Background: an optimization exercise with open tools, aiming at small area and a short achievable clock period. Do not read the settings as production practice.
At most, simulation tests tie the RTL to the original design; equivalence was not proved.
Function not checked in run 4: the RTL went through the layout flow alone.
Power is estimated from default activity; no workload was simulated.

==> flow/design.v (outline; a module is shown in full before it is edited, if it fits) <==
// module incline_sat: 7 lines
// module cpa_ts: 103 lines
// module cpa_ic: 103 lines
// module cpa_prod: 220 lines
// module desiredDrive: 204 lines
// module desiredDrive_reg: 631 lines
module desiredDrive_reg(
    input clk, rst_n,
    input [11:0] avg_torque,
    input [4:0] cadence,
    input not_pedaling,
    input [12:0] incline,
    input [2:0] scale,
    output logic [11:0] target_curr
);
  // ...
==> flow/flow/run.sh <==
#!/bin/bash
# Layout flow: the standard flow (standard.sh), with these changes:
#  - synthesis: Yosys's generic "synth -run fine:" step skips its early ABC
#    pass (-noabc), so that extract_fa sees the RTL's full adders as written
#    (without the input/output inversions that pass puts around them), and
#    extract_fa looks for full adders only (EXTRACT_FA_ARGS); the rest of
#    synthesis (dfflibmap, the final ABC mapping, flatten, renaming) is as in
#    the standard flow's synthesis;
#  - the port buffers are PORT_BUF cells;
#  - ORFS's timing repair aims for SETUP_SLACK_MARGIN ns of setup slack.
# The SDC, the clock period and every other step are the standard flow's.
set -euo pipefail
HERE=$(pwd)
EXTRACT_FA_ARGS=""
SETUP_MARGIN=6.8
PORT_BUF=sky130_fd_sc_hd__buf_1
# ORFS's synth.tcl with the changes
sed -e 's/synth -top \$::env(DESIGN_NAME) -run fine: {\*}\$synth_full_args/synth -top $::env(DESIGN_NAME) -run fine: -noabc {*}$synth_full_args/' \
    -e "s/extract_fa {\*}\[dont_use_extract_fa_args\]/extract_fa $EXTRACT_FA_ARGS/" \
    "$FLOW_HOME/scripts/synth.tcl" > "$HERE/synth_changed.tcl"
grep -q -- '-run fine: -noabc' "$HERE/synth_changed.tcl"
grep -q -- "^ *extract_fa $EXTRACT_FA_ARGS\$" "$HERE/synth_changed.tcl"
# The standard flow's synthesis wrapper, sourcing the changed synth.tcl
sed "s#source \$::env(SCRIPTS_DIR)/synth.tcl#source $HERE/synth_changed.tcl#" synth_recipe.tcl > "$HERE/flow_synth.tcl"
grep -q "source $HERE/synth_changed.tcl" "$HERE/flow_synth.tcl"
# The standard.sh, pointed at that wrapper
sed "s#SYNTH_SCRIPT=[^ ]*#SYNTH_SCRIPT=$HERE/flow_synth.tcl#" standard.sh > "$HERE/flow_standard.sh"
grep -q "SYNTH_SCRIPT=$HERE/flow_synth.tcl" "$HERE/flow_standard.sh"
bash "$HERE/flow_standard.sh" SETUP_SLACK_MARGIN=$SETUP_MARGIN \
    "BUFFER_PORTS_ARGS=-buffer_cell $PORT_BUF" finish > "$HERE/flow_make.log" 2>&1
==> flow/standard.sh <==
#!/bin/bash
# synth_recipe.tcl (not shown) runs the flow's synth.tcl, then flattens the netlist and writes it again
# the make line also repeats each setting of config.mk as NAME=value (left out here)
make -C /OpenROAD-flow-scripts/flow DESIGN_CONFIG=/design/flow/config.mk WORK_HOME=/design/flow/orfs CLKGATE_MAP_FILE= SYNTH_SCRIPT=/design/flow/synth_recipe.tcl "${@:-finish}"
==> flow/config.mk <==
export PLATFORM = sky130hd
export DESIGN_NAME = desiredDrive_reg
export DESIGN_NICKNAME = desiredDrive_reg
export VERILOG_FILES = /design/flow/design.v
export SDC_FILE = /design/flow/constraint.sdc
export NUM_CORES = 4
export LEC_CHECK = 0
export CAP_MARGIN = 20
export CORE_MARGIN = 2
export CORE_UTILIZATION = 40
export CTS_BUF_LIST = sky130_fd_sc_hd__clkbuf_4 sky130_fd_sc_hd__clkbuf_8
export SLEW_MARGIN = 20
==> flow/constraint.sdc <==
create_clock -name core_clock -period 13.0 [get_ports {clk}]
set_input_delay 2.6000 -clock core_clock [delete_from_list [all_inputs] [get_ports {clk}]]
set_output_delay 2.6000 -clock core_clock [all_outputs]
set_load 0.01 [all_outputs]
==> flow_metrics.py, run 1 <==
metrics = {
    "cells_and_area": {
        "multi_input_area_sq_um": 7770,
        "seqCellArea_sq_um": 1020,
        "sh_seq_area_pct": 10.7,
        "drive_above_1_share_pct": 6.20,
        "syn_to_final_growth_pct": 5.81,
        "top_regs": "ic_rn: 15 flops, ts_rn: 15 flops, curr_r: 12 flops",
        "clk_share_pct": 0.988,
        "fin_area_sq_um": 9500,
    },
    "worst_setup_path": {
        "reg2reg_setup_slack_ps": 7290,
        "crit_start": "cadence[2]",
        "cp-end-kind": "flop",
        "crit_chain": "clkbuf_2 > or4_1 > nand2b_1 > a221oi_2 > buf_4 > and3_1 > fa_1 > ha_1 > a21o_1 > a21o_1 > a21oi_1 > nor2b_1 > nor2_2 > o21bai_1 > fa_1 > xnor2_1",
        "critPathTopFamily": "adder cells",
    },
    "logic_synthesis": {
        "synth_fp_nets": 1209,
        "yosys_warnings": 1,
        "netlist_top_cells_count": "nor2_1, fa_1, ha_1",
        "synth.most_common_cell": "nor2_1",
        "synth_area_per_cell_sq_um": 10.1,
        "synthesis.instances": 886,
        "yosys-top-cells-area": "fa_1, ha_1, nor2_1",
    },
    "power": {
        "p_switching_w": 0.000626,
        "p_clk_share_pct": 7.4,
        "vdd.ir_drop.worst_mv": 0.0668,
        "internal_power_w": 0.000599,
    },
    "drt": {
        "drtPass1Iterations": 5,
        "routed.top_layer": "met4",
        "wl_met2_mm": 10.4,
        "ant_nets": 0,
    },
    "global_route": {
        "grt_max_degree": 29,
        "grt_pass1_wl_mm": 35.2,
        "grt_overflow": 0,
        "grt_usage_pct": 18.6,
    },
    "placed_design": {
        "hpwl_mm": 16.1,
        "place_congestion": 0.838,
        "place_area_sq_um": 9380,
    },
    "clocking": {
        "cts_max_path_buffers": 2,
        "clk_pin_slew_worst_paths_ps": 90,
        "clkLatencyLatePin_ps": 320,
        "postCtsSetupBuffers": 0,
        "cts-buffers-inserted": 5,
    },
    "sta": {
        "period_minus_slack_ps": 5990,
        "slew_headroom_pct": 40.9,
        "fmax_mhz": 167,
    },
    "status": {
        "status": "no timing/DRC/antenna violations",
    },
}
==> inputs of run 2 (changes only) <==
--- a/flow/flow/run.sh
+++ b/flow/flow/run.sh
@@ -13,5 +13,5 @@
 HERE=$(pwd)
 EXTRACT_FA_ARGS=""
-SETUP_MARGIN=6.8
+SETUP_MARGIN=7.5
 PORT_BUF=sky130_fd_sc_hd__buf_1
 # ORFS's synth.tcl with the changes
==> flow_metrics.py, run 2 <==
metrics = {
    "logic_synthesis": {
        "yosysTopAreaCellShare_pct": 47.0,
        "yosysTopAreaCell": "fa_1",
        "synth_ff_type": "dfxtp_1",
        "yosys_warnings": 1,
        "synth_seq_cells": 43,
        "synth_area_per_cell_sq_um": 10.1,
        "synth.most_common_cell": "nor2_1",
        "synth.distinct_cells": 50,
        "synth-edff-count": 0,
        "syn_area_sq_um": 8980,
        "ys_seq_area_share_pct": 11.4,
        "synthesis.instances": 886,
        "synth_fp_nets": 1209,
        "yosys-top-cells-area": "fa_1, ha_1, nor2_1",
        "netlist_top_cells_count": "nor2_1, fa_1, ha_1",
        "ys_async_sr_fraction_pct": 65.1,
    },
    "cells_and_area": {
        "nets": 1259,
        "multi_input_area_sq_um": 8020,
        "diodes": 0,
        "top_regs": "ic_rn: 15 flops, ts_rn: 15 flops, curr_r: 12 flops",
        "mostFrequentLayoutCells": "nor2_1, fa_1, ha_1, and2_1, buf_1",
        "layout_commonest_cell": "nor2_1",
        "seqCellArea_sq_um": 1040,
        "fin_area_sq_um": 10100,
        "drive_above_1_share_pct": 14.8,
        "nFillCells": 2060,
        "syn_to_final_growth_pct": 12.9,
    },
    "sta": {
        "drv_slew": 0,
        "worstMarginPinSlew_ps": 966,
        "period_minus_slack_ps": 5690,
        "slew_headroom_pct": 35.4,
        "rsz0062_at_grt": "yes",
        "setup_violations": 0,
        "skew_ps": 19.5,
        "fmax_mhz": 176,
        "tns_ps": 0,
        "min_period_over_period_pct": 43.8,
        "hold_violations": 0,
    },
    "worst_setup_path": {
        "cpPeakStageDelay_ps": 580,
        "arrival_ps": 5950,
        "critical_path_buf_inv_count": 3,
        "crit_path_max_fanout": 8,
        "worst_path_max_delay_cell": "fa_1",
        "critPathTopFamily": "adder cells",
        "start_kind": "input pin",
        "criticalPathCategory": "input pin to flop",
        "required_ps": 13260,
        "cp-end-kind": "flop",
        "crit_chain": "buf_12 > or4_4 > nand2b_4 > a221oi_4 > buf_12 > and3_4 > fa_1 > ha_4 > a21o_1 > a21o_1 > a21oi_2 > nor2b_1 > nor2_1 > o21bai_1 > fa_2 > inv_1",
    },
    "floorplanning": {
        "rows": 54,
        "start_util_pct": 40.9,
        "core_area_sq_um": 22000,
        "die_w_microns": 154,
        "ios": 48,
        "dieArea_sq_um": 23700,
        "fp.dieH_microns": 154,
    },
    "drt": {
        "ant_nets": 0,
        "post_drt_via_cell_ratio": 5.41,
        "routedWlPerCell_microns": 17.9,
        "drt_iter0_markers": 350,
        "vias": 6583,
        "drt-total-wl_mm": 21.8,
        "drtPass1Iterations": 4,
        "drcViolationCount": 0,
    },
    "power": {
        "power_density_nw_per_um2": 128,
        "p_leak_nw": 5.19,
        "vdd.ir_drop.worst_mv": 0.0748,
        "finalPower_w": 0.00129,
    },
    "global_route": {
        "grt_pass1_vias": 7195,
        "grt_pass1_wl_mm": 36.8,
        "grt_overflow": 0,
        "grt_antenna_before_repair": 0,
        "grt_max_degree": 29,
        "grt_usage_pct": 19.5,
    },
    "status": {
        "status": "no timing/DRC/antenna violations",
    },
    "run": {
        "max_cap_viol_count": 0,
    },
    "clocking": {
        "cts_tree": "done",
        "clkLatencyLatePin_ps": 330,
        "cts_root_buf": "clkbuf_8",
        "htree_levels": 2,
        "cts-buffers-inserted": 5,
        "clk_pin_slew_worst_paths_ps": 100,
        "cts_sinks": 43,
        "cts_max_path_buffers": 2,
    },
    "placed_design": {
        "io_buffers": 47,
        "place_area_sq_um": 9450,
        "hpwl_mm": 16.2,
        "place_congestion": 0.825,
    },
    "min_path": {
        "min_path_type": "flop to flop",
    },
}
==> run 2: cell types whose count changed in the layout (fill, tap and decap cells not counted), sizes merged <==
cell and delta:
clkinv -2, inv +3, clkinvlp -1, clkbuf -3
buf +36, a221oi +1
==> run 2: routing by layer <==
| metal | track usage, % | share of wire, % | vias up |
|---|---|---|---|
| met1 | 25.6 | 42 | 3414 |
| li1 | - | - | 2971 |
| met3 | 3.86 | 5.7 | 26 |
| met4 | 4.41 | 1.8 | 0 |
| met5 | 0 | 0 | - |
| met2 | 33.7 | 50 | 172 |
==> run 2: cells by family after synthesis <==
logic type      Yosys count  share of synthesized area (%)
fa+ha+maj               287                           57.6
flops                    43                           11.4
mux                       1                          0.111
xor+xnor                 27                           2.63
compound gates           84                           6.42
buf+inv                  58                           2.42
simple gates            386                           19.4
==> run 2: layout make-up <==
class | count | area share (%)
Clock inverter | 3 | 0.259
Clock buffer | 5 | 0.679
Multi-Input combinational cell | 786 | 79.1
Tap cell | 280 | 3.45
Sequential cell | 43 | 10.3
Inverter | 18 | 0.666
Timing Repair Buffer | 82 | 5.59
==> run 2: timing repair <==
action | CTS | global route
cloned | 1 | 0
setup buffers | 23 | 12
resized for setup | 63 | 21
setup endpoints to repair | 21 | 20
hold buffers | 0 | 0
pin swaps | 41 | 25
==> run 2: final timing paths <==
check                                       end  cells past startpoint  slack (ps)                from
max in group asynchronous   curr_r[5]$_DFF_PN0_                      1       10210               rst_n
setup / recovery             ts_rn[8]$_DFF_PN1_                     16        7310          cadence[4]
hold / removal                  sat_r$_DFF_PN0_                      4         830   ic_rn[14]$_DFF_P_
setup reg to reg           curr_r[10]$_DFF_PN0_                     14        7560  ts_rn[3]$_DFF_PN1_
min in group asynchronous   curr_r[2]$_DFF_PN0_                      1        2320               rst_n
hold reg to reg                 sat_r$_DFF_PN0_                      4         830   ic_rn[14]$_DFF_P_
==> run 2: where the power goes <==
part | leakage [nW] | internal, W | switching [W]
sequential | 0.446 | 0.000181 | 0.000113
combinational | 4.70 | 0.000423 | 0.000480
clock | 0.0495 | 0.0000399 | 0.0000554
total | 5.19 | 0.000644 | 0.000649
==> run 2: metrics by stage <==
| step | util [%] | cells | hold WS [ps] | worst slack, ps |
|---|---|---|---|---|
| after floorplan | - | 886 | 891 | 7190 |
| after global placement | 43.0 | 1173 | 919 | 6570 |
| after detailed placement | 43.0 | 1173 | 930 | 6480 |
| after CTS | 45.4 | 1205 | 848 | 7360 |
| after global routing | 46.2 | 1217 | 927 | 7250 |
| final | 46.2 | 1217 | 833 | 7310 |
==> run 2: worst reg2reg max path, stage by stage (launching register included) <==
cell      delay (ps)
dfstp_2          760
nor2_1           100
fa_1             460
fa_1             430
fa_1             510
fa_1             430
fa_1             540
fa_1             430
ha_1             360
o211ai_1         100
a31o_2           260
or3_1            420
a21oi_4          180
nor3_1           100
o311ai_1         260
==> inputs of run 3 (changes only) <==
--- a/flow/flow/run.sh
+++ b/flow/flow/run.sh
@@ -13,5 +13,5 @@
 HERE=$(pwd)
 EXTRACT_FA_ARGS=""
-SETUP_MARGIN=7.5
+SETUP_MARGIN=7.2
 PORT_BUF=sky130_fd_sc_hd__buf_1
 # ORFS's synth.tcl with the changes
==> flow_metrics.py, run 3 <==
metrics = {
    "logic_synthesis": {
        "yosysTopAreaCellShare_pct": 47.0,
        "synth.most_common_cell": "nor2_1",
        "synth_seq_cells": 43,
        "yosys_warnings": 1,
        "synth_ff_type": "dfxtp_1",
        "yosysTopAreaCell": "fa_1",
        "synthesis.instances": 886,
        "syn_area_sq_um": 8980,
        "synth_area_per_cell_sq_um": 10.1,
        "yosys-top-cells-area": "fa_1, ha_1, nor2_1",
        "synth-edff-count": 0,
        "synth.distinct_cells": 50,
        "ys_seq_area_share_pct": 11.4,
        "netlist_top_cells_count": "nor2_1, fa_1, ha_1",
        "synth_fp_nets": 1209,
        "ys_async_sr_fraction_pct": 65.1,
    },
    "placed_design": {
        "placedCellCount": 1173,
        "place_congestion": 0.846,
        "io_buffers": 47,
        "hpwl_mm": 16.5,
    },
    "cells_and_area": {
        "mostFrequentLayoutCells": "nor2_1, fa_1, ha_1, and2_1, buf_1",
        "diodes": 0,
        "nFillCells": 2091,
        "top_regs": "ic_rn: 15 flops, ts_rn: 15 flops, curr_r: 12 flops",
        "nets": 1237,
        "fin_cells": 1195,
        "drive_above_1_share_pct": 11.0,
        "syn_to_final_growth_pct": 9.71,
        "layout_commonest_cell": "nor2_1",
    },
    "drt": {
        "post_drt_via_cell_ratio": 5.46,
        "drcViolationCount": 0,
        "drtPass1Iterations": 7,
        "ant_nets": 0,
        "drt-total-wl_mm": 21.6,
        "routedWlPerCell_microns": 18.1,
        "drt_iter0_markers": 451,
        "vias": 6525,
    },
    "worst_setup_path": {
        "cpPeakStageDelay_ps": 590,
        "crit_chain": "buf_6 > or4_4 > nand2b_4 > a221oi_4 > buf_12 > and3_4 > fa_1 > ha_4 > a21o_1 > a21o_1 > a21oi_2 > nor2b_1 > nor2_1 > o21bai_1 > fa_2 > inv_1",
        "crit_path_max_fanout": 11,
        "required_ps": 13270,
        "criticalPathCategory": "input pin to flop",
        "worst_path_max_delay_cell": "fa_1",
        "arrival_ps": 6000,
        "start_kind": "input pin",
        "cp-end-kind": "flop",
        "cpMostUsedCell": "a21o_1",
    },
    "clocking": {
        "clk_pin_slew_worst_paths_ps": 100,
        "ctsHoldBuffers": 0,
        "cts_sinks": 43,
        "cts_root_buf": "clkbuf_8",
        "clkLatencyLatePin_ps": 330,
        "cts-buffers-inserted": 5,
        "htree_levels": 2,
        "cts_max_path_buffers": 2,
        "cts_tree": "done",
    },
    "sta": {
        "setup_violations": 0,
        "hold_violations": 0,
        "period_minus_slack_ps": 5730,
        "drv_slew": 0,
        "worstMarginPinSlew_ps": 928,
        "skew_ps": 11.6,
        "fmax_mhz": 174,
        "rsz0062_at_grt": "yes",
        "min_period_over_period_pct": 44.1,
        "slew_headroom_pct": 37.9,
        "tns_ps": 0,
    },
    "floorplanning": {
        "fp.dieH_microns": 154,
        "die_w_microns": 154,
        "start_util_pct": 40.9,
        "core_area_sq_um": 22000,
        "ios": 48,
        "rows": 54,
        "dieArea_sq_um": 23700,
    },
    "power": {
        "seqPwrFrac_pct": 23.4,
        "vdd.ir_drop.worst_mv": 0.0659,
        "internal_power_w": 0.000612,
        "p_clk_share_pct": 7.6,
        "combPwrFrac_pct": 69.0,
        "p_sw_share_pct": 50.9,
        "power_density_nw_per_um2": 127,
        "finalPower_w": 0.00125,
        "p_switching_w": 0.000635,
        "p_leak_nw": 5.07,
    },
    "global_route": {
        "grt_pass1_vias": 6910,
        "grt_pass1_wl_mm": 35.5,
        "grt_usage_pct": 18.9,
        "grt_overflow": 0,
        "grt_max_degree": 29,
        "grt_antenna_before_repair": 0,
    },
    "status": {
        "status": "no timing/DRC/antenna violations",
    },
    "run": {
        "max_cap_viol_count": 0,
    },
    "min_path": {
        "min_path_type": "flop to flop",
    },
}
run 3: cell types whose count changed in the layout (fill, tap and decap cells not counted), moves of 3 or more:
| cell | before | now |
|---|---|---|
| buf_4 | 32 | 12 |
| clkbuf_2 | 3 | 9 |
| and2_1 | 33 | 37 |
| and2_4 | 8 | 4 |
| dfxtp_1 | 8 | 12 |
| dfxtp_2 | 7 | 3 |
| o21ai_0 | 9 | 13 |
| o21ai_1 | 4 | 0 |
| buf_6 | 6 | 3 |
| ha_1 | 68 | 71 |
| inv_6 | 3 | 0 |
run 3: worst paths after layout:
path | startpoint | end | slack [ps] | cells after the start
min | ic_rn[14]$_DFF_P_ | sat_r$_DFF_PN0_ | 860 | 4
min reg2reg | ic_rn[14]$_DFF_P_ | sat_r$_DFF_PN0_ | 860 | 4
max | cadence[1] | ts_rn[8]$_DFF_PN1_ | 7270 | 16
max in group asynchronous | rst_n | curr_r[8]$_DFF_PN0_ | 10220 | 1
max reg2reg | ts_rn[0]$_DFF_PN1_ | curr_r[11]$_DFF_PN0_ | 7540 | 14
min in group asynchronous | rst_n | curr_r[10]$_DFF_PN0_ | 2310 | 1
run 3: area by class of cell:
type / instances / area (sq um) / share of cell area (%)
Clock inverter: 3 / 25.0 / 0.254
Sequential cell: 43 / 1030 / 10.5
Tap cell: 280 / 350 / 3.56
Inverter: 18 / 67.6 / 0.686
Clock buffer: 5 / 68.8 / 0.699
Multi-Input combinational cell: 786 / 7950 / 80.7
Timing Repair Buffer: 60 / 358 / 3.63
run 3: kinds of logic (layout without fill, tap and decap cells):
kind of cell	after synthesis	after routing	share of synthesized area (%)
AO/OA/AOI/OAI	84	85	6.42
XOR/XNOR	27	27	2.63
adder cells (fa/ha/maj)	287	287	57.6
buffers and inverters	58	86	2.42
flip-flops	43	43	11.4
multiplexers	1	1	0.111
AND/OR/NAND/NOR	386	386	19.4
run 3: worst max-delay path, delay by kind of cell:
kind	cells	cell delay [ps]
fa+ha+maj	3	1330
simple gates	5	1020
compound gates	5	720
buf+inv	3	330
run 3: per-stage QoR:
stage | hold slack [ps] | area (sq um) | utilization, % | setup WS (ps)
after global placement | 918 | 9450 | 43.0 | 6600
after global routing | 890 | 9850 | 44.9 | 7190
after floorplan | 891 | 9080 | - | 7190
after CTS | 940 | 9590 | 43.7 | 7200
after detailed placement | 930 | 9450 | 43.0 | 6510
final | 856 | 9850 | 44.9 | 7270
run 3: repair_timing:
action                                  4_1_cts  5_1_grt
gates resized for setup                       3       52
cloned                                        1        1
buffers inserted                              3        9
pin swaps                                     2       24
endpoints found under the hold margin         0        0
endpoints found under the setup margin        8       15
run 3: power by group through the flow:
stage          logic (W)  registers (W)  clock network (W)
4_1_cts         0.000866       0.000289          0.0000990
6_report        0.000861       0.000292          0.0000946
5_1_grt         0.000990       0.000298           0.000103
3_5_place_dp    0.000858       0.000292                  0
2_1_floorplan   0.000715       0.000203                  0
3_3_place_gp    0.000837       0.000292                  0
run 3: layer usage:
layer  GRT usage (%)  vias up  wire length (microns)
li1                -     2935                      -
met1            25.1     3377                   9010
met2            33.3      184                  11100
met3            1.94       29                   1140
met4            5.25        0                    401
met5               0        -                      0
==> module desiredDrive, before the edit <==
module desiredDrive(
    input [11:0] avg_torque,
    input [4:0] cadence,
    input not_pedaling,
    input [12:0] incline,
    input [2:0] scale,
    output [14:0] ts_prod,
    output [14:0] ic_prod
);
logic torque_ge;
assign torque_ge = avg_torque[11] | avg_torque[10] | (avg_torque[9] & avg_torque[8] & avg_torque[7]);
logic [11:0] torque_pos;
assign torque_pos = {avg_torque[11:7] - 5'd7, avg_torque[6:0]};
logic inc_hi, inc_lo;
assign inc_hi = ~incline[12] & (|incline[11:8]);
assign inc_lo = incline[12] & ~(&incline[11:8]);
logic [8:0] incline_factor_lo;
assign incline_factor_lo = {~incline[8], incline[7:0]};
logic [8:0] incline_factor_limit;
assign incline_factor_limit = incline_factor_lo | {9{inc_hi}};
logic active;
assign active = (|cadence[4:1]) & ~not_pedaling & torque_ge & ~inc_lo;
logic [2:0] scale_g;
assign scale_g = active ? scale : 3'h0;
wire a_p1 = torque_pos[0] & scale_g[0];
wire a_p2 = torque_pos[0] & scale_g[1];
wire a_p3 = torque_pos[0] & scale_g[2];
wire a_p4 = torque_pos[1] & scale_g[0];
wire a_p5 = torque_pos[1] & scale_g[1];
wire a_p6 = torque_pos[1] & scale_g[2];
wire a_p7 = torque_pos[2] & scale_g[0];
wire a_p8 = torque_pos[2] & scale_g[1];
wire a_p9 = torque_pos[2] & scale_g[2];
wire a_p10 = torque_pos[3] & scale_g[0];
wire a_p11 = torque_pos[3] & scale_g[1];
wire a_p12 = torque_pos[3] & scale_g[2];
wire a_p13 = torque_pos[4] & scale_g[0];
wire a_p14 = torque_pos[4] & scale_g[1];
wire a_p15 = torque_pos[4] & scale_g[2];
wire a_p16 = torque_pos[5] & scale_g[0];
wire a_p17 = torque_pos[5] & scale_g[1];
wire a_p18 = torque_pos[5] & scale_g[2];
wire a_p19 = torque_pos[6] & scale_g[0];
wire a_p20 = torque_pos[6] & scale_g[1];
wire a_p21 = torque_pos[6] & scale_g[2];
wire a_p22 = torque_pos[7] & scale_g[0];
wire a_p23 = torque_pos[7] & scale_g[1];
wire a_p24 = torque_pos[7] & scale_g[2];
wire a_p25 = torque_pos[8] & scale_g[0];
wire a_p26 = torque_pos[8] & scale_g[1];
wire a_p27 = torque_pos[8] & scale_g[2];
wire a_p28 = torque_pos[9] & scale_g[0];
wire a_p29 = torque_pos[9] & scale_g[1];
wire a_p30 = torque_pos[9] & scale_g[2];
wire a_p31 = torque_pos[10] & scale_g[0];
wire a_p32 = torque_pos[10] & scale_g[1];
wire a_p33 = torque_pos[10] & scale_g[2];
wire a_p34 = torque_pos[11] & scale_g[0];
wire a_p35 = torque_pos[11] & scale_g[1];
wire a_p36 = torque_pos[11] & scale_g[2];
wire a_s37 = a_p3 ^ a_p5;
wire a_c38 = a_p3 & a_p5;
wire a_s39 = a_p6 ^ a_p8 ^ a_p10;
wire a_c40 = (a_p6 & a_p8) | (a_p6 & a_p10) | (a_p8 & a_p10);
wire a_s41 = a_p9 ^ a_p11 ^ a_p13;
wire a_c42 = (a_p9 & a_p11) | (a_p9 & a_p13) | (a_p11 & a_p13);
wire a_s43 = a_p12 ^ a_p14 ^ a_p16;
wire a_c44 = (a_p12 & a_p14) | (a_p12 & a_p16) | (a_p14 & a_p16);
wire a_s45 = a_p15 ^ a_p17 ^ a_p19;
wire a_c46 = (a_p15 & a_p17) | (a_p15 & a_p19) | (a_p17 & a_p19);
wire a_s47 = a_p18 ^ a_p20 ^ a_p22;
wire a_c48 = (a_p18 & a_p20) | (a_p18 & a_p22) | (a_p20 & a_p22);
wire a_s49 = a_p21 ^ a_p23 ^ a_p25;
wire a_c50 = (a_p21 & a_p23) | (a_p21 & a_p25) | (a_p23 & a_p25);
wire a_s51 = a_p24 ^ a_p26 ^ a_p28;
wire a_c52 = (a_p24 & a_p26) | (a_p24 & a_p28) | (a_p26 & a_p28);
wire a_s53 = a_p27 ^ a_p29 ^ a_p31;
wire a_c54 = (a_p27 & a_p29) | (a_p27 & a_p31) | (a_p29 & a_p31);
wire a_s55 = a_p30 ^ a_p32 ^ a_p34;
wire a_c56 = (a_p30 & a_p32) | (a_p30 & a_p34) | (a_p32 & a_p34);
wire a_s57 = a_p33 ^ a_p35;
wire a_c58 = a_p33 & a_p35;
wire [14:0] a_q59;
cpa_ts u_cpa_ts(.a({1'b0, a_p36, a_c56, a_c54, a_c52, a_c50, a_c48, a_c46, a_c44, a_c42, a_c40, a_c38, a_p7, a_p2, a_p1}), .b({1'b0, a_c58, a_s57, a_s55, a_s53, a_s51, a_s49, a_s47, a_s45, a_s43, a_s41, a_s39, a_s37, a_p4, 1'b0}), .s(a_q59));
wire a_p60 = incline_factor_lo[0] & cadence[0];
wire a_p61 = incline_factor_lo[0] & cadence[1];
wire a_p62 = incline_factor_lo[0] & cadence[2];
wire a_p63 = incline_factor_lo[0] & cadence[3];
wire a_p64 = incline_factor_lo[0] & cadence[4];
wire a_p65 = incline_factor_lo[1] & cadence[0];
wire a_p66 = incline_factor_lo[1] & cadence[1];
wire a_p67 = incline_factor_lo[1] & cadence[2];
wire a_p68 = incline_factor_lo[1] & cadence[3];
wire a_p69 = incline_factor_lo[1] & cadence[4];
wire a_p70 = incline_factor_lo[2] & cadence[0];
wire a_p71 = incline_factor_lo[2] & cadence[1];
wire a_p72 = incline_factor_lo[2] & cadence[2];
wire a_p73 = incline_factor_lo[2] & cadence[3];
wire a_p74 = incline_factor_lo[2] & cadence[4];
wire a_p75 = incline_factor_lo[3] & cadence[0];
wire a_p76 = incline_factor_lo[3] & cadence[1];
wire a_p77 = incline_factor_lo[3] & cadence[2];
wire a_p78 = incline_factor_lo[3] & cadence[3];
wire a_p79 = incline_factor_lo[3] & cadence[4];
wire a_p80 = incline_factor_lo[4] & cadence[0];
wire a_p81 = incline_factor_lo[4] & cadence[1];
wire a_p82 = incline_factor_lo[4] & cadence[2];
wire a_p83 = incline_factor_lo[4] & cadence[3];
wire a_p84 = incline_factor_lo[4] & cadence[4];
wire a_p85 = incline_factor_lo[5] & cadence[0];
wire a_p86 = incline_factor_lo[5] & cadence[1];
wire a_p87 = incline_factor_lo[5] & cadence[2];
wire a_p88 = incline_factor_lo[5] & cadence[3];
wire a_p89 = incline_factor_lo[5] & cadence[4];
wire a_p90 = incline_factor_lo[6] & cadence[0];
wire a_p91 = incline_factor_lo[6] & cadence[1];
wire a_p92 = incline_factor_lo[6] & cadence[2];
wire a_p93 = incline_factor_lo[6] & cadence[3];
wire a_p94 = incline_factor_lo[6] & cadence[4];
wire a_p95 = incline_factor_lo[7] & cadence[0];
wire a_p96 = incline_factor_lo[7] & cadence[1];
wire a_p97 = incline_factor_lo[7] & cadence[2];
wire a_p98 = incline_factor_lo[7] & cadence[3];
wire a_p99 = incline_factor_lo[7] & cadence[4];
wire a_p100 = incline_factor_lo[8] & cadence[0];
wire a_p101 = incline_factor_lo[8] & cadence[1];
wire a_p102 = incline_factor_lo[8] & cadence[2];
wire a_p103 = incline_factor_lo[8] & cadence[3];
wire a_p104 = incline_factor_lo[8] & cadence[4];
wire a_s105 = a_p64 ^ a_p68;
wire a_c106 = a_p64 & a_p68;
wire a_s107 = incline_factor_lo[0] ^ a_p69 ^ a_p73;
wire a_c108 = (incline_factor_lo[0] & a_p69) | (incline_factor_lo[0] & a_p73) | (a_p69 & a_p73);
wire a_s109 = a_p77 ^ a_p81;
wire a_c110 = a_p77 & a_p81;
wire a_s111 = incline_factor_lo[1] ^ a_p74 ^ a_p78;
wire a_c112 = (incline_factor_lo[1] & a_p74) | (incline_factor_lo[1] & a_p78) | (a_p74 & a_p78);
wire a_s113 = a_p82 ^ a_p86 ^ a_p90;
wire a_c114 = (a_p82 & a_p86) | (a_p82 & a_p90) | (a_p86 & a_p90);
wire a_s115 = incline_factor_lo[2] ^ a_p79 ^ a_p83;
wire a_c116 = (incline_factor_lo[2] & a_p79) | (incline_factor_lo[2] & a_p83) | (a_p79 & a_p83);
wire a_s117 = a_p87 ^ a_p91 ^ a_p95;
wire a_c118 = (a_p87 & a_p91) | (a_p87 & a_p95) | (a_p91 & a_p95);
wire a_s119 = incline_factor_lo[3] ^ a_p84 ^ a_p88;
wire a_c120 = (incline_factor_lo[3] & a_p84) | (incline_factor_lo[3] & a_p88) | (a_p84 & a_p88);
wire a_s121 = a_p92 ^ a_p96 ^ a_p100;
wire a_c122 = (a_p92 & a_p96) | (a_p92 & a_p100) | (a_p96 & a_p100);
wire a_s123 = incline_factor_lo[4] ^ a_p89 ^ a_p93;
wire a_c124 = (incline_factor_lo[4] & a_p89) | (incline_factor_lo[4] & a_p93) | (a_p89 & a_p93);
wire a_s125 = a_p97 ^ a_p101;
wire a_c126 = a_p97 & a_p101;
wire a_s127 = incline_factor_lo[5] ^ a_p94 ^ a_p98;
wire a_c128 = (incline_factor_lo[5] & a_p94) | (incline_factor_lo[5] & a_p98) | (a_p94 & a_p98);
wire a_s129 = a_p63 ^ a_p67;
wire a_c130 = a_p63 & a_p67;
wire a_s131 = a_p72 ^ a_p76 ^ a_p80;
wire a_c132 = (a_p72 & a_p76) | (a_p72 & a_p80) | (a_p76 & a_p80);
wire a_s133 = a_p85 ^ a_c106 ^ a_s107;
wire a_c134 = (a_p85 & a_c106) | (a_p85 & a_s107) | (a_c106 & a_s107);
wire a_s135 = a_c108 ^ a_c110 ^ a_s111;
wire a_c136 = (a_c108 & a_c110) | (a_c108 & a_s111) | (a_c110 & a_s111);
wire a_s137 = a_c112 ^ a_c114 ^ a_s115;
wire a_c138 = (a_c112 & a_c114) | (a_c112 & a_s115) | (a_c114 & a_s115);
wire a_s139 = a_c116 ^ a_c118 ^ a_s119;
wire a_c140 = (a_c116 & a_c118) | (a_c116 & a_s119) | (a_c118 & a_s119);
wire a_s141 = a_c120 ^ a_c122 ^ a_s123;
wire a_c142 = (a_c120 & a_c122) | (a_c120 & a_s123) | (a_c122 & a_s123);
wire a_s143 = a_p102 ^ a_c124 ^ a_c126;
wire a_c144 = (a_p102 & a_c124) | (a_p102 & a_c126) | (a_c124 & a_c126);
wire a_s145 = incline_factor_lo[6] ^ a_p99 ^ a_p103;
wire a_c146 = (incline_factor_lo[6] & a_p99) | (incline_factor_lo[6] & a_p103) | (a_p99 & a_p103);
wire a_s147 = a_p62 ^ a_p66;
wire a_c148 = a_p62 & a_p66;
wire a_s149 = a_p71 ^ a_p75 ^ a_s129;
wire a_c150 = (a_p71 & a_p75) | (a_p71 & a_s129) | (a_p75 & a_s129);
wire a_s151 = a_s105 ^ a_c130 ^ a_s131;
wire a_c152 = (a_s105 & a_c130) | (a_s105 & a_s131) | (a_c130 & a_s131);
wire a_s153 = a_s109 ^ a_c132 ^ a_s133;
wire a_c154 = (a_s109 & a_c132) | (a_s109 & a_s133) | (a_c132 & a_s133);
wire a_s155 = a_s113 ^ a_c134 ^ a_s135;
wire a_c156 = (a_s113 & a_c134) | (a_s113 & a_s135) | (a_c134 & a_s135);
wire a_s157 = a_s117 ^ a_c136 ^ a_s137;
wire a_c158 = (a_s117 & a_c136) | (a_s117 & a_s137) | (a_c136 & a_s137);
wire a_s159 = a_s121 ^ a_c138 ^ a_s139;
wire a_c160 = (a_s121 & a_c138) | (a_s121 & a_s139) | (a_c138 & a_s139);
wire a_s161 = a_s125 ^ a_c140 ^ a_s141;
wire a_c162 = (a_s125 & a_c140) | (a_s125 & a_s141) | (a_c140 & a_s141);
wire a_s163 = a_s127 ^ a_c142 ^ a_s143;
wire a_c164 = (a_s127 & a_c142) | (a_s127 & a_s143) | (a_c142 & a_s143);
wire a_s165 = a_c128 ^ a_c144 ^ a_s145;
wire a_c166 = (a_c128 & a_c144) | (a_c128 & a_s145) | (a_c144 & a_s145);
wire a_s167 = incline_factor_lo[7] ^ a_p104 ^ a_c146;
wire a_c168 = (incline_factor_lo[7] & a_p104) | (incline_factor_lo[7] & a_c146) | (a_p104 & a_c146);
wire [14:0] a_q169;
cpa_ic u_cpa_ic(.a({1'b0, incline_factor_lo[8], a_c166, a_c164, a_c162, a_c160, a_c158, a_c156, a_c154, a_c152, a_c150, a_c148, a_p70, a_p61, a_p60}), .b({1'b0, a_c168, a_s167, a_s165, a_s163, a_s161, a_s159, a_s157, a_s155, a_s153, a_s151, a_s149, a_s147, a_p65, 1'b0}), .s(a_q169));
logic [5:0] cf_m1;
assign cf_m1 = {1'b1, cadence} - 6'd1;
logic [14:0] ic_lo_prod;
assign ic_lo_prod = {a_q169[14], a_q169[13], a_q169[12], a_q169[11], a_q169[10], a_q169[9], a_q169[8], a_q169[7], a_q169[6], a_q169[5], a_q169[4], a_q169[3], a_q169[2], a_q169[1], a_q169[0]};
logic [14:0] ic_sel;
assign ic_sel = inc_hi ? {cf_m1, 3'b111, ~cf_m1} : ic_lo_prod;
assign ts_prod = {a_q59[14], a_q59[13], a_q59[12], a_q59[11], a_q59[10], a_q59[9], a_q59[8], a_q59[7], a_q59[6], a_q59[5], a_q59[4], a_q59[3], a_q59[2], a_q59[1], a_q59[0]};
assign ic_prod = {ic_sel[14], ic_sel[13], ic_sel[12], ic_sel[11], ic_sel[10], ic_sel[9], ic_sel[8], ic_sel[7], ic_sel[6], ic_sel[5], ic_sel[4], ic_sel[3], ic_sel[2], ic_sel[1], ic_sel[0]};
endmodule
==> inputs of run 4 (changes only) <==
--- a/flow/design.v
+++ b/flow/design.v
@@ -456,40 +456,40 @@
 logic [2:0] scale_g;
 assign scale_g = active ? scale : 3'h0;
-wire a_p1 = torque_pos[0] & scale_g[0];
-wire a_p2 = torque_pos[0] & scale_g[1];
-wire a_p3 = torque_pos[0] & scale_g[2];
-wire a_p4 = torque_pos[1] & scale_g[0];
-wire a_p5 = torque_pos[1] & scale_g[1];
-wire a_p6 = torque_pos[1] & scale_g[2];
-wire a_p7 = torque_pos[2] & scale_g[0];
-wire a_p8 = torque_pos[2] & scale_g[1];
-wire a_p9 = torque_pos[2] & scale_g[2];
-wire a_p10 = torque_pos[3] & scale_g[0];
-wire a_p11 = torque_pos[3] & scale_g[1];
-wire a_p12 = torque_pos[3] & scale_g[2];
-wire a_p13 = torque_pos[4] & scale_g[0];
-wire a_p14 = torque_pos[4] & scale_g[1];
-wire a_p15 = torque_pos[4] & scale_g[2];
-wire a_p16 = torque_pos[5] & scale_g[0];
-wire a_p17 = torque_pos[5] & scale_g[1];
-wire a_p18 = torque_pos[5] & scale_g[2];
-wire a_p19 = torque_pos[6] & scale_g[0];
-wire a_p20 = torque_pos[6] & scale_g[1];
-wire a_p21 = torque_pos[6] & scale_g[2];
-wire a_p22 = torque_pos[7] & scale_g[0];
-wire a_p23 = torque_pos[7] & scale_g[1];
-wire a_p24 = torque_pos[7] & scale_g[2];
-wire a_p25 = torque_pos[8] & scale_g[0];
-wire a_p26 = torque_pos[8] & scale_g[1];
-wire a_p27 = torque_pos[8] & scale_g[2];
-wire a_p28 = torque_pos[9] & scale_g[0];
-wire a_p29 = torque_pos[9] & scale_g[1];
-wire a_p30 = torque_pos[9] & scale_g[2];
-wire a_p31 = torque_pos[10] & scale_g[0];
-wire a_p32 = torque_pos[10] & scale_g[1];
-wire a_p33 = torque_pos[10] & scale_g[2];
-wire a_p34 = torque_pos[11] & scale_g[0];
-wire a_p35 = torque_pos[11] & scale_g[1];
-wire a_p36 = torque_pos[11] & scale_g[2];
+wire a_p1 = torque_pos[0] & scale[0];
+wire a_p2 = torque_pos[0] & scale[1];
+wire a_p3 = torque_pos[0] & scale[2];
+wire a_p4 = torque_pos[1] & scale[0];
+wire a_p5 = torque_pos[1] & scale[1];
+wire a_p6 = torque_pos[1] & scale[2];
+wire a_p7 = torque_pos[2] & scale[0];
+wire a_p8 = torque_pos[2] & scale[1];
+wire a_p9 = torque_pos[2] & scale[2];
+wire a_p10 = torque_pos[3] & scale[0];
+wire a_p11 = torque_pos[3] & scale[1];
+wire a_p12 = torque_pos[3] & scale[2];
+wire a_p13 = torque_pos[4] & scale[0];
+wire a_p14 = torque_pos[4] & scale[1];
+wire a_p15 = torque_pos[4] & scale[2];
+wire a_p16 = torque_pos[5] & scale[0];
+wire a_p17 = torque_pos[5] & scale[1];
+wire a_p18 = torque_pos[5] & scale[2];
+wire a_p19 = torque_pos[6] & scale[0];
+wire a_p20 = torque_pos[6] & scale[1];
+wire a_p21 = torque_pos[6] & scale[2];
+wire a_p22 = torque_pos[7] & scale[0];
+wire a_p23 = torque_pos[7] & scale[1];
+wire a_p24 = torque_pos[7] & scale[2];
+wire a_p25 = torque_pos[8] & scale[0];
+wire a_p26 = torque_pos[8] & scale[1];
+wire a_p27 = torque_pos[8] & scale[2];
+wire a_p28 = torque_pos[9] & scale[0];
+wire a_p29 = torque_pos[9] & scale[1];
+wire a_p30 = torque_pos[9] & scale[2];
+wire a_p31 = torque_pos[10] & scale[0];
+wire a_p32 = torque_pos[10] & scale[1];
+wire a_p33 = torque_pos[10] & scale[2];
+wire a_p34 = torque_pos[11] & scale[0];
+wire a_p35 = torque_pos[11] & scale[1];
+wire a_p36 = torque_pos[11] & scale[2];
 wire a_s37 = a_p3 ^ a_p5;
 wire a_c38 = a_p3 & a_p5;
@@ -633,5 +633,5 @@
 logic [14:0] ic_sel;
 assign ic_sel = inc_hi ? {cf_m1, 3'b111, ~cf_m1} : ic_lo_prod;
-assign ts_prod = {a_q59[14], a_q59[13], a_q59[12], a_q59[11], a_q59[10], a_q59[9], a_q59[8], a_q59[7], a_q59[6], a_q59[5], a_q59[4], a_q59[3], a_q59[2], a_q59[1], a_q59[0]};
+assign ts_prod = {15{active}} & {a_q59[14], a_q59[13], a_q59[12], a_q59[11], a_q59[10], a_q59[9], a_q59[8], a_q59[7], a_q59[6], a_q59[5], a_q59[4], a_q59[3], a_q59[2], a_q59[1], a_q59[0]};
 assign ic_prod = {ic_sel[14], ic_sel[13], ic_sel[12], ic_sel[11], ic_sel[10], ic_sel[9], ic_sel[8], ic_sel[7], ic_sel[6], ic_sel[5], ic_sel[4], ic_sel[3], ic_sel[2], ic_sel[1], ic_sel[0]};
 endmodule
--- a/flow/flow/run.sh
+++ b/flow/flow/run.sh
@@ -13,5 +13,5 @@
 HERE=$(pwd)
 EXTRACT_FA_ARGS=""
-SETUP_MARGIN=7.2
+SETUP_MARGIN=7.0
 PORT_BUF=sky130_fd_sc_hd__buf_1
 # ORFS's synth.tcl with the changes
==> flow_metrics.py, run 4 <==
metrics = {
    "floorplanning": {
        "core_area_sq_um": 22500,
        "fp.dieH_microns": 155,
        "start_util_pct": 40.4,
        "ios": 48,
        "dieArea_sq_um": 23900,
        "rows": 55,
        "die_w_microns": 155,
    },
    "placed_design": {
        "place_area_sq_um": 9500,
        "place_congestion": 0.838,
        "hpwl_mm": 16.6,
        "io_buffers": 47,
        "pre_cts_ws_ps": 6620,
    },
    "worst_setup_path": {
        "required_ps": 13220,
        "worstRegToRegCells": 14,
        "crit_end": "ic_rn[13]$_DFF_P_",
        "start_kind": "input pin",
        "crit_path_max_fanout": 11,
        "criticalPathCategory": "input pin to flop",
        "regToRegStartpoint": "ts_rn[1]$_DFF_PN1_",
        "crit_start": "cadence[3]",
        "reg2reg_setup_slack_ps": 7290,
        "arrival_ps": 6040,
        "cp-end-kind": "flop",
        "reg2reg_to": "sat_r$_DFF_PN0_",
    },
    "min_path": {
        "hold_depth": 3,
        "min_path_type": "flop to flop",
    },
    "cells_and_area": {
        "mostFrequentLayoutCells": "nor2_1, fa_1, ha_1, and2_1, buf_1",
        "diodes": 0,
        "nets": 1238,
        "post-route-util_pct": 42.9,
        "top_regs": "ic_rn: 15 flops, ts_rn: 15 flops, curr_r: 12 flops",
        "syn_to_final_growth_pct": 6.08,
        "layout_commonest_cell": "nor2_1",
        "drive_above_1_share_pct": 7.64,
        "fin_area_sq_um": 9640,
    },
    "power": {
        "finalPower_w": 0.00106,
        "p_leak_nw": 4.96,
        "power_density_nw_per_um2": 110,
        "vdd.ir_drop.worst_mv": 0.0495,
    },
    "clocking": {
        "cts_sinks": 43,
        "cts_tree": "done",
        "clkLatencyLatePin_ps": 320,
        "cts-buffers-inserted": 5,
        "ctsHoldBuffers": 0,
        "htree_levels": 2,
        "clk_pin_slew_worst_paths_ps": 100,
        "cts_max_path_buffers": 2,
        "cts_root_buf": "clkbuf_8",
    },
    "sta": {
        "tns_ps": 0,
        "hold_violations": 0,
        "slew_headroom_pct": 47.8,
        "drv_slew": 0,
        "min_period_over_period_pct": 44.7,
        "worstMarginPinSlew_ps": 782,
        "fmax_mhz": 172,
        "skew_ps": 17.6,
        "period_minus_slack_ps": 5820,
        "setup_ws_ps": 7180,
        "setup_violations": 0,
        "rsz0062_at_grt": "yes",
    },
    "global_route": {
        "grt-busiest-layer": "met2",
        "grt_overflow": 0,
        "grt_max_degree": 29,
        "grt_usage_pct": 19.2,
        "grt_antenna_before_repair": 0,
        "met2_usage_pct": 30.7,
        "grt_pass1_wl_mm": 36.2,
        "grt_pass1_vias": 6865,
        "met1_usage_pct": 27.7,
        "grtUsageMet3_pct": 2.97,
    },
    "drt": {
        "ant_nets": 0,
        "drt-total-wl_mm": 21.4,
        "vias": 6452,
        "drtPass1Iterations": 4,
        "drcViolationCount": 0,
        "drt_iter0_markers": 327,
        "post_drt_via_cell_ratio": 5.37,
        "routedWlPerCell_microns": 17.8,
    },
    "logic_synthesis": {
        "yosys_warnings": 1,
        "synth-edff-count": 0,
        "yosysTopAreaCell": "fa_1",
        "ys_seq_area_share_pct": 11.2,
        "synth.distinct_cells": 55,
        "syn_area_sq_um": 9090,
        "synth_seq_cells": 43,
        "synth_area_per_cell_sq_um": 10.1,
        "ys_async_sr_fraction_pct": 65.1,
        "synth.most_common_cell": "nor2_1",
        "netlist_top_cells_count": "nor2_1, fa_1, ha_1",
        "synthesis.instances": 900,
        "yosysTopAreaCellShare_pct": 46.5,
        "synth_fp_nets": 1223,
        "synth_ff_type": "dfxtp_1",
        "yosys-top-cells-area": "fa_1, ha_1, nor2_1",
    },
    "run": {
        "max_cap_viol_count": 0,
    },
    "status": {
        "status": "no timing/DRC/antenna violations",
    },
}
## run 4: area by class of cell
class	instances	area, sq um
multi-input cells	803	7920
repair buffers	49	206
fillers	2188	12900
clock inverters	1	5.00
clock buffers	7	83.8
well taps	285	357
flip-flops and latches	43	1020
inverters	13	48.8
## run 4: logic make-up after synthesis
group	share of synthesized area (%)
buffers and inverters	2.23
adders and majority gates	56.9
AOI/OAI and AO/OA	6.65
and+or+nand+nor	20.6
xor gates and xnor gates	2.22
muxes	0.124
DFF	11.2
## run 4: worst min path at each step
stage | startpoint | endpoint | slack, ps
2_1_floorplan | ic_rn[14]$_DFF_P_ | sat_r$_DFF_PN0_ | 880
3_5_place_dp | ts_rn[14]$_DFF_PN1_ | sat_r$_DFF_PN0_ | 940
3_3_place_gp | ts_rn[14]$_DFF_PN1_ | sat_r$_DFF_PN0_ | 950
4_1_cts | ts_rn[14]$_DFF_PN1_ | sat_r$_DFF_PN0_ | 990
5_1_grt | ic_rn[14]$_DFF_P_ | sat_r$_DFF_PN0_ | 980
6_report | ic_rn[14]$_DFF_P_ | sat_r$_DFF_PN0_ | 920
## run 4: per-stage QoR
| stage | std cells | hold slack, ps |
|---|---|---|
| after global routing | 1201 | 981 |
| after floorplan | 900 | 882 |
| after global placement | 1192 | 954 |
| final | 1201 | 917 |
| after detailed placement | 1192 | 938 |
| after CTS | 1200 | 985 |
## run 4: what timing repair did
action,CTS,global route
setup buffers,0,1
resized for setup,2,16
endpoints found under the setup margin,2,5
pin swaps,0,4
## run 4: report_power, final
group	internal (W)	switching (W)	total, W
Combinational	0.000311	0.000369	0.000681
Clock	0.0000421	0.0000528	0.0000949
Sequential	0.000174	0.000114	0.000288
Total	0.000527	0.000536	0.00106
## run 4: per-layer routing
layer / vias to the layer above / wire length, microns
met5: - / 0
met4: 0 / 346
met3: 30 / 1420
met2: 234 / 9850
met1: 3260 / 9810
li1: 2928 / -
## run 4: critical path, stage by stage
cell,delay [ps]
clkbuf_4,160
and2_1,170
fa_1,490
fa_1,520
fa_1,490
ha_1,360
a21o_1,190
a21o_1,160
a21o_1,230
o311ai_4,260
a21boi_1,120
o31a_1,280

## afterwards: timing with drivers on the ports
Ports are ideal in the flow. The routed layouts listed here were re-timed in OpenROAD. Step 1: set_driving_cell puts a clkbuf_16 on clk and a buf_2 on each other input, an assumption about the parent block. Step 2 moves the port delays by t, midway between the first and last clock arrival at a register: inputs arrive t later, outputs are due t later. That takes back most of the time a late clock gives input paths. Slacks: ideal / step 1 / step 2; pairs: ideal / step 1.
| run | t, ns | setup slack, ns | worst setup path at the end | slew at the worst register clock pin (ns) |
|---|---|---|---|---|
| run 1 | 0.348 | 7.015 / 7.031 / 6.682 | input to register | 0.09 / 0.09 |
| run 2 | 0.348 | 7.312 / 7.298 / 6.950 | input to register | 0.10 / 0.10 |
| run 3 | 0.362 | 7.267 / 7.271 / 6.909 | input to register | 0.10 / 0.10 |
| run 4 | 0.352 | 7.183 / 7.199 / 6.847 | input to register | 0.10 / 0.10 |
After both steps setup and hold are still met in every run listed. For run 2, which loses most, drivers alone change the setup slack by -0.014 ns; drivers and shift together by -0.362 ns.
